From an optimization exercise on the open Yosys and OpenROAD flow, aimed at small area, a short achievable clock period and few clock cycles; shortcuts taken in it are not production practice. In this exercise RTL edits were held to simulation tests only and were not proved equivalent to the original. Power figures rest on the tool's default switching activity, not on a simulated workload.

==> flow/design.v (excerpt) <==
module cache_controller (
    input wire clk,
    input wire reset,
    input wire        cpu_re,
    input wire        cpu_we,
    input wire [15:0] cpu_addr,
    input wire [31:0] cpu_wdata,
    output wire [31:0] cpu_rdata,
    output reg         ready,
    output wire        mem_re,
    output wire        mem_we,
    output wire [13:0] mem_addr,
    output wire [31:0] mem_wdata,
    input  wire [31:0] mem_rdata
);
Size in the first run: ~3400 flip-flops, ~170 I/O pins.
export LEC_CHECK = 0
export CAP_MARGIN = 20
export CORE_MARGIN = 2
export CORE_UTILIZATION = 40
export CTS_BUF_LIST = sky130_fd_sc_hd__clkbuf_16
export CTS_CLUSTER_DIAMETER = 60
export CTS_CLUSTER_SIZE = 20
export PLACE_DENSITY = 0.6
export SETUP_SLACK_MARGIN = 4.0
export SLEW_MARGIN = 20
export SYNTH_HIERARCHICAL = 1
export TNS_END_PERCENT = 5
create_clock -name core_clock -period 10.0 [get_ports {clk}]
run.sh (not shown) runs the stock make flow with config.mk's settings and CLKGATE_MAP_FILE= SYNTH_SCRIPT=/design/flow/synth_recipe.tcl, a recipe that flattens the netlist after the stock synthesis.
Testbench counts at the start, summed over its fixed seeds: cycles 32,000.
==> next run, changes <==
--- a/flow/design.v
+++ b/flow/design.v
@@ -64,17 +64,17 @@
   reg  [LINES-1:0] H;         
   wire [LINES*10-1:0] tag_all;
   wire [LINES*7-1:0]  u_all;
   wire [LINES*32-1:0] data_all;
   reg        odd_v;
   reg  [5:0] odd_line;
   reg        fill_pend;
   reg  [5:0] fill_line;
-  reg  [31:0] rdata_q;
+  reg  [31:0] rdata_q;        
   reg        rsel_mem;
   reg        p_v;             
   reg  [3:0] p_s;             
   reg  [3:0] p_w;             
   reg        p_hit;           
   reg        p_inv;           
   reg  [31:0] p_c;            
   reg  [31:0] cmin_q;         
@@ -173,27 +173,33 @@
                     !sv[3] ? 4'b1000 : cmin;
   wire [3:0] wsel = hit ? hitw : vict;       
   wire [1:0] wenc = {wsel[3] | wsel[2], wsel[3] | wsel[1]};
   wire [5:0] line = {s, wenc};
   wire data_wr = cpu_we;                      
   wire fill_do = fill_pend && !data_wr;
   wire [31:0] wbus = data_wr ? cpu_wdata : mem_rdata;
   wire [LINES-1:0] fdec = dec64(fill_line);
+  reg  [127:0] swd;
+  reg  [3:0]   sfill;
+  always @(*) begin
+    swd = 128'd0;
+    sfill = 4'd0;
+    for (k = 0; k < 16; k = k + 1) begin
+      swd = swd | ({128{dec[k]}} & data_all[k*128 +: 128]);
+      sfill = sfill | ({4{dec[k]}} & fdec[k*4 +: 4]);
+    end
+  end
   reg  [31:0] rd_arr;
-  reg         fwd;
   always @(*) begin
     rd_arr = 32'd0;
-    fwd = 1'b0;
-    for (k = 0; k < LINES; k = k + 1) begin
-      rd_arr = rd_arr | ({32{dec[k/4] & hitw[k%4]}} & data_all[k*32 +: 32]);
-      fwd = fwd | (dec[k/4] & hitw[k%4] & fdec[k]);
-    end
-  end
-  wire [31:0] rd = (fwd && fill_pend) ? mem_rdata : rd_arr;
+    for (k = 0; k < 4; k = k + 1) rd_arr = rd_arr | ({32{hitw[k]}} & swd[k*32 +: 32]);
+  end
+  wire fwd = fill_pend && |(sfill & hitw);
+  wire [31:0] rd = fwd ? mem_rdata : rd_arr;
   wire [LINES-1:0] sel;
   generate
     for (i = 0; i < LINES; i = i + 1) begin : ln
       reg [9:0]  tg;
       reg [6:0]  u;
       reg [31:0] d;
       assign sel[i] = req && dec[i/4] && wsel[i%4];
       always @(posedge clk) begin
Result: The changed run completed with no timing, DRC or antenna violations; first-iteration DRC count goes down by about 30%; flip-flop and latch count is unchanged; clock power hardly moves; clock skew is higher by 24 ps; design area decreases by 0.53%; area after synthesis barely changes; non-clock buffer count came out lower by 43; global-route usage came out lower by 4.7 points; hold slack stays flat; routed wire length fell by about 17%; worst setup slack is better by 510 ps; power hardly moves; via count decreases by about 6.5%.
Testbench counts after the change, summed over its fixed seeds: cycles 32,000.

---

Setup of before:
The RTL this note starts from:
==> flow/design.v <==
module Cache (
    input  wire [639:0] tag_all,    
    input  wire [63:0]  valid,
    input  wire [9:0]   t,
    input  wire [3:0]   s,
    input  wire         re,         
    output wire [3:0]   hitw,
    output wire         mem_re
);
  wire [63:0] m;
  genvar q, j;
  generate
    for (q = 0; q < 64; q = q + 1) begin : mt
      wire [3:0] sq = q / 4;
      assign m[q] = valid[q] && tag_all[q*10 +: 10] == t && s == sq;
    end
    for (j = 0; j < 4; j = j + 1) begin : way
      wire [15:0] mw;
      for (q = 0; q < 16; q = q + 1) begin : st
        assign mw[q] = m[q*4+j];
      end
      assign hitw[j] = |mw;
    end
  endgenerate
  assign mem_re = re && !(|hitw);
endmodule
module cache_controller (
    input wire clk,
    input wire reset,
    input wire        cpu_re,
    input wire        cpu_we,
    input wire [15:0] cpu_addr,
    input wire [31:0] cpu_wdata,
    output wire [31:0] cpu_rdata,
    output reg         ready,
    output wire        mem_re,
    output wire        mem_we,
    output wire [13:0] mem_addr,
    output wire [31:0] mem_wdata,
    input  wire [31:0] mem_rdata
);
  localparam LINES = 64;
  function [6:0] inc7(input [6:0] a);
    integer n;
    begin
      for (n = 0; n < 7; n = n + 1)
        inc7[n] = a[n] ^ (&(a | ~({7{1'b1}} >> (7 - n))));
    end
  endfunction
  function lt8(input [7:0] a, input [7:0] b);
    integer n;
    reg r;
    begin
      r = 1'b0;
      for (n = 0; n < 8; n = n + 1)
        r = (a[n] ^ b[n]) ? b[n] : r;
      lt8 = r;
    end
  endfunction
  wire [3:0] s = cpu_addr[5:2];
  wire [9:0] t = cpu_addr[15:6];
  wire req = cpu_re | cpu_we;
  reg  [LINES-1:0] V;         
  reg  [LINES-1:0] H;         
  wire [LINES*10-1:0] tag_all;
  wire [LINES*7-1:0]  u_all;
  wire [LINES*32-1:0] data_all;
  reg        odd_v;
  reg  [5:0] odd_line;
  reg        fill_pend;
  reg  [5:0] fill_line;
  reg  [63:0] rline_q;        
  reg        rsel_mem;
  reg        p_v;             
  reg  [3:0] p_s;             
  reg  [3:0] p_w;             
  reg        p_hit;           
  reg        p_inv;           
  reg  [31:0] p_c;            
  reg  [31:0] cmin_q;         
  integer k;
  genvar i, j, q;
  function [15:0] dec16(input [3:0] a);
    integer n;
    begin
      for (n = 0; n < 16; n = n + 1) dec16[n] = (a == n);
    end
  endfunction
  function [63:0] dec64(input [5:0] a);
    integer n;
    begin
      for (n = 0; n < 64; n = n + 1) dec64[n] = (a == n);
    end
  endfunction
  wire [15:0] dec = dec16(s);
  wire [3:0] hitw;
  wire       mem_re_hit;
  Cache hit_unit (
      .tag_all(tag_all),
      .valid(V),
      .t(t),
      .s(s),
      .re(cpu_re && !reset),
      .hitw(hitw),
      .mem_re(mem_re_hit)
  );
  wire hit = |hitw;
  wire miss = !hit;
  reg  [27:0] su;
  reg  [3:0]  sh;
  always @(*) begin
    su = 28'd0;
    sh = 4'd0;
    for (k = 0; k < 16; k = k + 1) begin
      su = su | ({28{dec[k]}} & u_all[k*28 +: 28]);
      sh = sh | ({4{dec[k]}} & H[k*4 +: 4]);
    end
  end
  wire [7:0] nc [0:3];        
  wire [7:0] cs [0:3];        
  wire same = p_v && s == p_s;
  generate
    for (j = 0; j < 4; j = j + 1) begin : sway
      wire [7:0] stored = {sh[j] ? su[j*7 +: 7] : 7'd0, odd_v && odd_line == {s, j[1:0]}};
      assign cs[j] = same ? nc[j] : (p_v && !p_hit) ? 8'd0 : stored;
    end
  endgenerate
  reg  [7:0] pold;
  always @(*) begin
    pold = 8'd0;
    for (k = 0; k < 4; k = k + 1)
      if (p_w[k]) pold = pold | p_c[k*8 +: 8];
    if (p_inv) pold = 8'd0;
  end
  wire [6:0] u_new = (p_hit || pold[0]) ? inc7(pold[7:1]) : pold[7:1];
  wire       lsb_new = p_hit ? pold[0] : ~pold[0];
  wire [7:0] x [0:3];
  generate
    for (j = 0; j < 4; j = j + 1) begin : xway
      wire [7:0] pcj = p_c[j*8 +: 8];
      assign x[j] = p_w[j] ? {inc7(pcj[7:1]), pcj[0]} : pcj;
      assign nc[j] = p_hit ? x[j] : p_w[j] ? {u_new, lsb_new} : 8'd0;
    end
  endgenerate
  wire lt10 = lt8(x[1], x[0]);
  wire lt20 = lt8(x[2], x[0]);
  wire lt30 = lt8(x[3], x[0]);
  wire lt21 = lt8(x[2], x[1]);
  wire lt31 = lt8(x[3], x[1]);
  wire lt32 = lt8(x[3], x[2]);
  wire [3:0] hmin;
  assign hmin[0] = !lt10 && !lt20 && !lt30;
  assign hmin[1] = lt10 && !lt21 && !lt31;
  assign hmin[2] = lt20 && lt21 && !lt32;
  assign hmin[3] = !hmin[0] && !hmin[1] && !hmin[2];
  wire v0_wraps = !p_inv && p_c[7:0] == 8'hff;
  wire [3:0] mmin = (p_w[0] && !v0_wraps) ? 4'b0010 : 4'b0001;
  wire [3:0] pmin = p_hit ? hmin : mmin;
  wire [1:0] pmin_enc = {pmin[3] | pmin[2], pmin[3] | pmin[1]};
  wire [15:0] pdec = dec16(p_s);
  wire [LINES-1:0] psel;
  generate
    for (i = 0; i < LINES; i = i + 1) begin : pl
      assign psel[i] = p_v && pdec[i/4] && p_w[i%4];
    end
  endgenerate
  wire [3:0] sv = V[s*4 +: 4];
  wire [1:0] cm_enc = same ? pmin_enc : cmin_q[s*2 +: 2];
  wire [3:0] cmin = {cm_enc == 2'd3, cm_enc == 2'd2, cm_enc == 2'd1, cm_enc == 2'd0};
  wire [3:0] vict = !sv[0] ? 4'b0001 :
                    !sv[1] ? 4'b0010 :
                    !sv[2] ? 4'b0100 :
                    !sv[3] ? 4'b1000 : cmin;
  wire [3:0] wsel = hit ? hitw : vict;       
  wire [1:0] wenc = {wsel[3] | wsel[2], wsel[3] | wsel[1]};
  wire [5:0] line = {s, wenc};
  wire data_wr = cpu_we;                      
  wire fill_do = fill_pend && !data_wr;
  wire [31:0] wbus = data_wr ? cpu_wdata : mem_rdata;
  wire [LINES-1:0] fdec = dec64(fill_line);
  wire [LINES-1:0] sel;
  generate
    for (i = 0; i < LINES; i = i + 1) begin : ln
      reg [9:0]  tg;
      reg [6:0]  u;
      reg [31:0] d;
      assign sel[i] = req && dec[i/4] && wsel[i%4];
      always @(posedge clk) begin
        if (sel[i] && miss) tg <= t;
        if (psel[i]) u <= u_new;
        if ((sel[i] && data_wr) || (fill_do && fdec[i])) d <= wbus;
      end
      assign tag_all[i*10 +: 10] = tg;
      assign u_all[i*7 +: 7] = u;
      assign data_all[i*32 +: 32] = d;
    end
  endgenerate
  always @(posedge clk or posedge reset) begin
    if (reset) V <= {LINES{1'b0}};
    else if (req && miss) V <= V | sel;
  end
  always @(posedge clk) begin
    if (p_v) H <= p_hit ? (H | psel) : psel;
    if (p_v && !p_hit) odd_line <= {p_s, p_w[3] | p_w[2], p_w[3] | p_w[1]};
    if (req) begin
      p_s   <= s;
      p_w   <= wsel;
      p_hit <= hit;
      p_inv <= !(|(wsel & sv));
      p_c   <= {cs[3], cs[2], cs[1], cs[0]};
    end
    if (req && miss) cmin_q <= 32'd0;
    else if (p_v) cmin_q[p_s*2 +: 2] <= pmin_enc;
  end
  always @(posedge clk or posedge reset) begin
    if (reset) begin
      odd_v     <= 1'b0;
      fill_pend <= 1'b0;
      ready     <= 1'b0;
      p_v       <= 1'b0;
    end else begin
      ready <= req;
      p_v   <= req;
      if (p_v && !p_hit) odd_v <= lsb_new;
      if (cpu_re && miss) fill_pend <= 1'b1;
      else if (fill_do || (data_wr && line == fill_line)) fill_pend <= 1'b0;
    end
  end
  always @(posedge clk) begin
    if (cpu_re && miss) fill_line <= line;
    rline_q  <= sel;
    rsel_mem <= cpu_re && miss;
  end
  reg  [31:0] rd;
  always @(*) begin
    rd = 32'd0;
    for (k = 0; k < LINES; k = k + 1) rd = rd | ({32{rline_q[k]}} & data_all[k*32 +: 32]);
  end
  assign cpu_rdata = rsel_mem ? mem_rdata : rd;
  assign mem_re    = mem_re_hit;
  assign mem_we    = cpu_we && !reset;
  assign mem_addr  = cpu_addr[15:2];
  assign mem_wdata = cpu_wdata;
endmodule
make LEC_CHECK=0 CAP_MARGIN=20 CORE_MARGIN=2 CORE_UTILIZATION=40 CTS_BUF_LIST=sky130_fd_sc_hd__clkbuf_16 CTS_CLUSTER_DIAMETER=60 CTS_CLUSTER_SIZE=20 PLACE_DENSITY=0.6 SETUP_SLACK_MARGIN=4.0 SLEW_MARGIN=20 SYNTH_HIERARCHICAL=1 TNS_END_PERCENT=5 finish   # period 10.0 ns
Testbench counts of before, summed over its fixed seeds: cycles 32,000.
[inputs] after vs before
--- a/flow/design.v
+++ b/flow/design.v
@@ -12,6 +12,5 @@
   generate
     for (q = 0; q < 64; q = q + 1) begin : mt
-      wire [3:0] sq = q / 4;
-      assign m[q] = valid[q] && tag_all[q*10 +: 10] == t && s == sq;
+      assign m[q] = valid[q] && tag_all[q*10 +: 10] == t;
     end
     for (j = 0; j < 4; j = j + 1) begin : way
@@ -20,5 +19,5 @@
         assign mw[q] = m[q*4+j];
       end
-      assign hitw[j] = |mw;
+      assign hitw[j] = mw[s];                
     end
   endgenerate
@@ -70,5 +69,5 @@
   reg        fill_pend;
   reg  [5:0] fill_line;
-  reg  [63:0] rline_q;        
+  reg  [31:0] rdata_q;        
   reg        rsel_mem;
   reg        p_v;             
@@ -179,4 +178,21 @@
   wire [31:0] wbus = data_wr ? cpu_wdata : mem_rdata;
   wire [LINES-1:0] fdec = dec64(fill_line);
+  reg  [127:0] swd;
+  reg  [3:0]   sfill;
+  always @(*) begin
+    swd = 128'd0;
+    sfill = 4'd0;
+    for (k = 0; k < 16; k = k + 1) begin
+      swd = swd | ({128{dec[k]}} & data_all[k*128 +: 128]);
+      sfill = sfill | ({4{dec[k]}} & fdec[k*4 +: 4]);
+    end
+  end
+  reg  [31:0] rd_arr;
+  always @(*) begin
+    rd_arr = 32'd0;
+    for (k = 0; k < 4; k = k + 1) rd_arr = rd_arr | ({32{hitw[k]}} & swd[k*32 +: 32]);
+  end
+  wire fwd = fill_pend && |(sfill & hitw);
+  wire [31:0] rd = fwd ? mem_rdata : rd_arr;
   wire [LINES-1:0] sel;
   generate
@@ -229,13 +245,8 @@
   always @(posedge clk) begin
     if (cpu_re && miss) fill_line <= line;
-    rline_q  <= sel;
+    rdata_q  <= rd;
     rsel_mem <= cpu_re && miss;
   end
-  reg  [31:0] rd;
-  always @(*) begin
-    rd = 32'd0;
-    for (k = 0; k < LINES; k = k + 1) rd = rd | ({32{rline_q[k]}} & data_all[k*32 +: 32]);
-  end
-  assign cpu_rdata = rsel_mem ? mem_rdata : rd;
+  assign cpu_rdata = rsel_mem ? mem_rdata : rdata_q;
   assign mem_re    = mem_re_hit;
   assign mem_we    = cpu_we && !reset;
## What came out
Compared with before, in after time the final worst path needs with I/O delays and setup went down, sequential share of layout area climbed 0.16 points, count of flip-flops and latches went down by 32, footprint of the multi-input gates now larger.
The post-CTS repair timing setup buffer count number comes out higher for before vs after.
[after] final standard cell count with taps included and fillers excluded fell 0.83% relative to before
Clock insertion delay at the later pin of the skew report in after vs before: up 40 ps
Synthesized area divided by synthesized cell count: after vs before, no meaningful difference
before → after: maximum ir drop on the vdd rail rose 13%; overall routing resource usage fell 5.7 points; total CTS buffers rose 18.
From before to after the numbers moved as follows: global-route wire length before repair saw a decrease, clock network fraction of design power saw an increase.
Testbench counts of after, summed over its fixed seeds: cycles 32,000.

re-timing with driven ports:
The results above use ideal ports. As a check the final layouts listed here were re-extracted and re-timed, cells and wires unchanged.
Step 1 assumes that a clkbuf_16 drives the clock port and a buf_2 every other input.
Step 2 also shifts input and output timing later by t, the mid clock arrival at the registers, as if the neighbouring blocks saw the same clock.
Three values: ideal ports, drivers, drivers and shift; two values: the first two.
run | shift t [ns] | setup WS [ns] | worst setup path after step 2 | slew at the worst register clock pin (ns) | worst slew at a driven data input, ns
the first run of note 1 | 1.041 | 3.204 / 3.028 / 2.122 | input to register | 0.09 / 0.09 | 0.25
the second run of note 1 | 1.035 | 3.717 / 3.491 / 2.792 | input to register | 0.09 / 0.09 | 0.31
before | 0.999 | 3.470 / 3.251 / 2.574 | input to register | 0.09 / 0.09 | 0.34
after | 1.028 | 3.674 / 3.405 / 2.670 | input to register | 0.09 / 0.09 | 0.31
After both steps setup and hold are still met in every run listed. For the first run of note 1, which loses most, drivers alone change the setup slack by -0.176 ns; drivers and shift together by -1.082 ns.
